Context: an optimization exercise on an open-source flow, tuned for small area, a short achievable clock period and few clock cycles. The choices shown serve that exercise and are no tape-out recipe. Function was checked by simulation only, so behaviour that the tests miss may differ from the original.

Setup of the baseline:
==> module geofence, before the edit <==
module geofence(clk, reset, X, Y, valid, is_inside);
input clk;
input reset;
input [9:0] X;
input [9:0] Y;
output reg valid;
output reg is_inside;
reg [4:0] t;
reg [9:0] px, py;            
reg [19:0] buf0, buf1, buf2;   
reg sx, sy;                  
reg [9:0] mx, my;            
reg lsx, lsy, rsx, rsy;
reg [9:0] lmx, lmy, rmx, rmy;
reg ins;
reg [3:0] hp;                
reg [3:0] qo;                
reg [16:0] hx, hy;           
reg glo, plo;
reg an_r, anz_r;             
reg s0;                      
reg s2;                      
reg tr;                      
reg cr;                      
reg sel0, sel1;              
wire [4:0] tn = t + 5'd1;
always @(posedge clk or posedge reset) begin
    if (reset) s2 <= 1'b0;
    else s2 <= !valid && (tn == 5'd5 || tn == 5'd8 || tn == 5'd11 || tn == 5'd14 || tn == 5'd17);
end
always @(posedge clk) begin
    s0 <= !valid && (tn == 5'd2 || tn == 5'd3 || tn == 5'd5 || tn == 5'd8 || tn == 5'd11 || tn == 5'd14);
    tr <= !valid && (tn == 5'd7 || tn == 5'd10 || tn == 5'd13 || tn == 5'd16);
    cr <= !valid && tr;
    sel0 <= tn == 5'd2 || tn == 5'd8;
    sel1 <= tn == 5'd3 || tn == 5'd11;
end
wire [19:0] vin = sel0 ? buf0 : sel1 ? buf1 : buf2;
wire [10:0] dx = {1'b0, vin[19:10]} - {1'b0, px};
wire [10:0] dy = {1'b0, vin[9:0]} - {1'b0, py};
wire [9:0] ax = (dx[9:0] ^ {10{dx[10]}}) + {9'd0, dx[10]};
wire [9:0] ay = (dy[9:0] ^ {10{dy[10]}}) + {9'd0, dy[10]};
wire [3:0] side = {Y < py, Y > py, X < px, X > px};
wire early_out = |(hp & side);
wire [3:0] quad = {side[0] & side[3], side[1] & side[3], side[1] & side[2], side[0] & side[2]};
wire early_in = &(qo | quad);
wire zx = mx == 10'd0, zy = my == 10'd0;
wire zlx = lmx == 10'd0, zly = lmy == 10'd0;
wire zrx = rmx == 10'd0, zry = rmy == 10'd0;
wire [9:0] umx = tr ? rmx : lmx, umy = tr ? rmy : lmy;
wire [16:0] hx_d, hy_d;
wire glo_d, plo_d, c_le, c_lt;
xs1 u1(.a(umx), .b(my), .c(umy), .d(mx), .hx(hx_d), .hy(hy_d), .glo(glo_d), .plo(plo_d));
xs2 u2(.hx(hx), .hy(hy), .glo(glo), .plo(plo), .le(c_le), .lt(c_lt));
wire c_s1 = (cr ? rsx : lsx) ^ sy, c_s2 = (cr ? rsy : lsy) ^ sx;
wire c_nz = cr ? (!(zrx || zy) || !(zry || zx)) : (!(zlx || zy) || !(zly || zx));
wire cn  = (c_s1 == c_s2) ? (c_s1 ? !c_le : c_lt) : (c_s1 && c_nz);    
wire cnz = (c_s1 == c_s2) ? (c_s1 ? !c_lt : c_le) : (c_s1 || !c_nz);   
wire an  = cr ? an_r : cn;
wire anz = cr ? anz_r : cnz;
wire bn  = !cnz;             
wire bnz = !cn;
wire opp = (!zx && (sx ^ lsx)) || (!zy && (sy ^ lsy));
wire hit = (zx && zy) || (an && bnz) || (anz && bn) || (anz && !an && bnz && !bn && opp);
wire newl = an && !bnz;       
wire newr = !anz && bn;       
wire early = t == 5'd6 && (ins || early_in || early_out);
wire last = s2 && t != 5'd5 && (ins || hit || t == 5'd17);
always @(posedge clk or posedge reset) begin
    if (reset) t <= 5'd0;
    else if (valid) t <= 5'd0;
    else t <= t + 5'd1;
end
always @(posedge clk) begin
    hx <= hx_d; hy <= hy_d; glo <= glo_d; plo <= plo_d;
    an_r <= cn; anz_r <= cnz;
    if (s0) begin
        sx <= dx[10]; mx <= ax;
        sy <= dy[10]; my <= ay;
    end
end
always @(posedge clk) begin
    if (t == 5'd0) begin
        px <= X;
        py <= Y;
    end
    if (t == 5'd1 || t == 5'd4) buf0 <= {X, Y};
    if (t == 5'd2 || t == 5'd5) buf1 <= {X, Y};
    if (t == 5'd3 || t == 5'd6) buf2 <= {X, Y};
    hp <= (t == 5'd1) ? side : hp & side;
    qo <= (t == 5'd1) ? quad : qo | quad;
    if (t == 5'd3) begin
        lsx <= sx; lmx <= mx; lsy <= sy; lmy <= my;
        rsx <= sx; rmx <= mx; rsy <= sy; rmy <= my;
        ins <= zx && zy;
    end else if (s2) begin
        if (hit) ins <= 1'b1;
        if (newl) begin lsx <= sx; lmx <= mx; lsy <= sy; lmy <= my; end
        if (newr) begin rsx <= sx; rmx <= mx; rsy <= sy; rmy <= my; end
    end
end
always @(posedge clk or posedge reset) begin
    if (reset) begin
        valid <= 1'b0;
        is_inside <= 1'b0;
    end else begin
        valid <= !valid && (early || last);
        is_inside <= early ? (ins || early_in) : (ins || hit);
    end
end
endmodule
clock: 12.0 ns
lec_check: 0
cap_margin: 20
core_margin: 2
core_utilization: 40
cts_buf_list: sky130_fd_sc_hd__clkbuf_4 sky130_fd_sc_hd__clkbuf_8
cts_cluster_diameter: 60
cts_cluster_size: 20
place_density: 0.6
setup_slack_margin: 5
slew_margin: 20
standard.sh (not shown) runs the stock make flow with config.mk's settings and CLKGATE_MAP_FILE= SYNTH_SCRIPT=/design/flow/synth_recipe.tcl, a recipe that flattens the netlist after the stock synthesis.
==> flow/flow/run.sh <==
#!/bin/bash
# The standard layout, with one extra step between synthesis and floorplan:
# invopt.py removes the inverters that Yosys's full-adder extraction leaves between
# adders (see invopt.py). Each tool's output goes to a log of its own.
set -euo pipefail
R=orfs/results/$FLOW_PLATFORM/geofence/base
LIB=$FLOW_HOME/platforms/$FLOW_PLATFORM/lib/sky130_fd_sc_hd__tt_025C_1v80.lib
bash standard.sh synth > synth.log 2>&1
cp $R/1_2_yosys.v 1_2_yosys.synth.v
python3 flow/invopt.py $LIB 1_2_yosys.synth.v 1_2_yosys.invopt.v > invopt.log 2>&1
cp 1_2_yosys.invopt.v $R/1_2_yosys.v
bash standard.sh SETUP_SLACK_MARGIN=7.5 "BUFFER_PORTS_ARGS=-buffer_cell sky130_fd_sc_hd__buf_2" "CTS_ARGS=-sink_clustering_enable -repair_clock_nets -buf_list {sky130_fd_sc_hd__clkbuf_4 sky130_fd_sc_hd__clkbuf_8} -sink_clustering_size 20 -sink_clustering_max_diameter 60 -dont_use_dummy_load" finish > layout.log 2>&1
Other scripts of this flow, unchanged in this note and not shown: flow/flow/invopt.py
The baseline: all stages complete, timing, DRC and antenna checks passed
Testbench counts of the baseline, summed over its fixed seeds: cycles 79,733.
For the candidate, these inputs were changed with respect to the baseline:
--- a/flow/design.v
+++ b/flow/design.v
@@ -22,21 +22,22 @@
 reg s2;                      
 reg tr;                      
 reg cr;                      
 reg sel0, sel1;              
 wire [4:0] tn = t + 5'd1;
 always @(posedge clk or posedge reset) begin
-    if (reset) s2 <= 1'b0;
-    else s2 <= !valid && (tn == 5'd5 || tn == 5'd8 || tn == 5'd11 || tn == 5'd14 || tn == 5'd17);
-end
-always @(posedge clk) begin
-    s0 <= !valid && (tn == 5'd2 || tn == 5'd3 || tn == 5'd5 || tn == 5'd8 || tn == 5'd11 || tn == 5'd14);
-    tr <= !valid && (tn == 5'd7 || tn == 5'd10 || tn == 5'd13 || tn == 5'd16);
-    cr <= !valid && tr;
-    sel0 <= tn == 5'd2 || tn == 5'd8;
-    sel1 <= tn == 5'd3 || tn == 5'd11;
+    if (reset) begin
+        s0 <= 1'b0; s2 <= 1'b0; tr <= 1'b0; cr <= 1'b0; sel0 <= 1'b0; sel1 <= 1'b0;
+    end else begin
+        s0 <= !valid && (tn == 5'd2 || tn == 5'd3 || tn == 5'd5 || tn == 5'd8 || tn == 5'd11 || tn == 5'd14);
+        s2 <= !valid && (tn == 5'd5 || tn == 5'd8 || tn == 5'd11 || tn == 5'd14 || tn == 5'd17);
+        tr <= !valid && (tn == 5'd7 || tn == 5'd10 || tn == 5'd13 || tn == 5'd16);
+        cr <= !valid && tr;
+        sel0 <= tn == 5'd2 || tn == 5'd8;
+        sel1 <= tn == 5'd3 || tn == 5'd11;
+    end
 end
 wire [19:0] vin = sel0 ? buf0 : sel1 ? buf1 : buf2;
 wire [10:0] dx = {1'b0, vin[19:10]} - {1'b0, px};
 wire [10:0] dy = {1'b0, vin[9:0]} - {1'b0, py};
 wire [9:0] ax = (dx[9:0] ^ {10{dx[10]}}) + {9'd0, dx[10]};
 wire [9:0] ay = (dy[9:0] ^ {10{dy[10]}}) + {9'd0, dy[10]};
### Flow results
The candidate finished all stages; the layout is clean.
Compared with the baseline, the candidate shows a met1 track demand over resource that is 0.47 points higher.
On mean routed wirelength per cell: the candidate sits above the baseline.
Compared with the baseline, the candidate shows a lower first-pass GRT wire length.
On global router's overall resource usage, the baseline tracks the candidate almost exactly.
Compared with the baseline, the candidate shows a lower final critical-path setup slack.
The candidate vs. the baseline: clock skew increased by 0.060 ns relative to the old numbers, synthesized area per cell barely changed, met2 layer usage reported by global route now sits lower.
The baseline → the candidate: count of cells resized by post-cts repair shows an increase of 1, wire length shows an increase of about 2.4%.
Testbench counts of the candidate, summed over its fixed seeds: cycles 79,733.

==> re-timing with driven ports <==
No port has a modelled driver above. Below, the same layouts with a new extraction and two added sets of constraints. Step 1: set_driving_cell puts a clkbuf_16 on clk and a buf_2 on each other input, an assumption about the parent block. Step 2 moves the port delays by t, midway between the first and last clock arrival at a register: inputs arrive t later, outputs are due t later. That takes back most of the time a late clock gives input paths. Three values: no drivers, after step 1, after step 2; two values: the first two.
run | shift t [ns] | setup WS [ns] | worst register clock-pin slew, ns
the baseline | 0.569 | 7.674 / 7.674 / 7.172 | 0.11 / 0.11
the candidate | 0.585 | 7.604 / 7.604 / 7.211 | 0.12 / 0.12
After both steps setup and hold are still met in every run listed. The setup slack of the baseline, which loses most, moves by 0.000 ns with the drivers and by -0.502 ns with both steps.
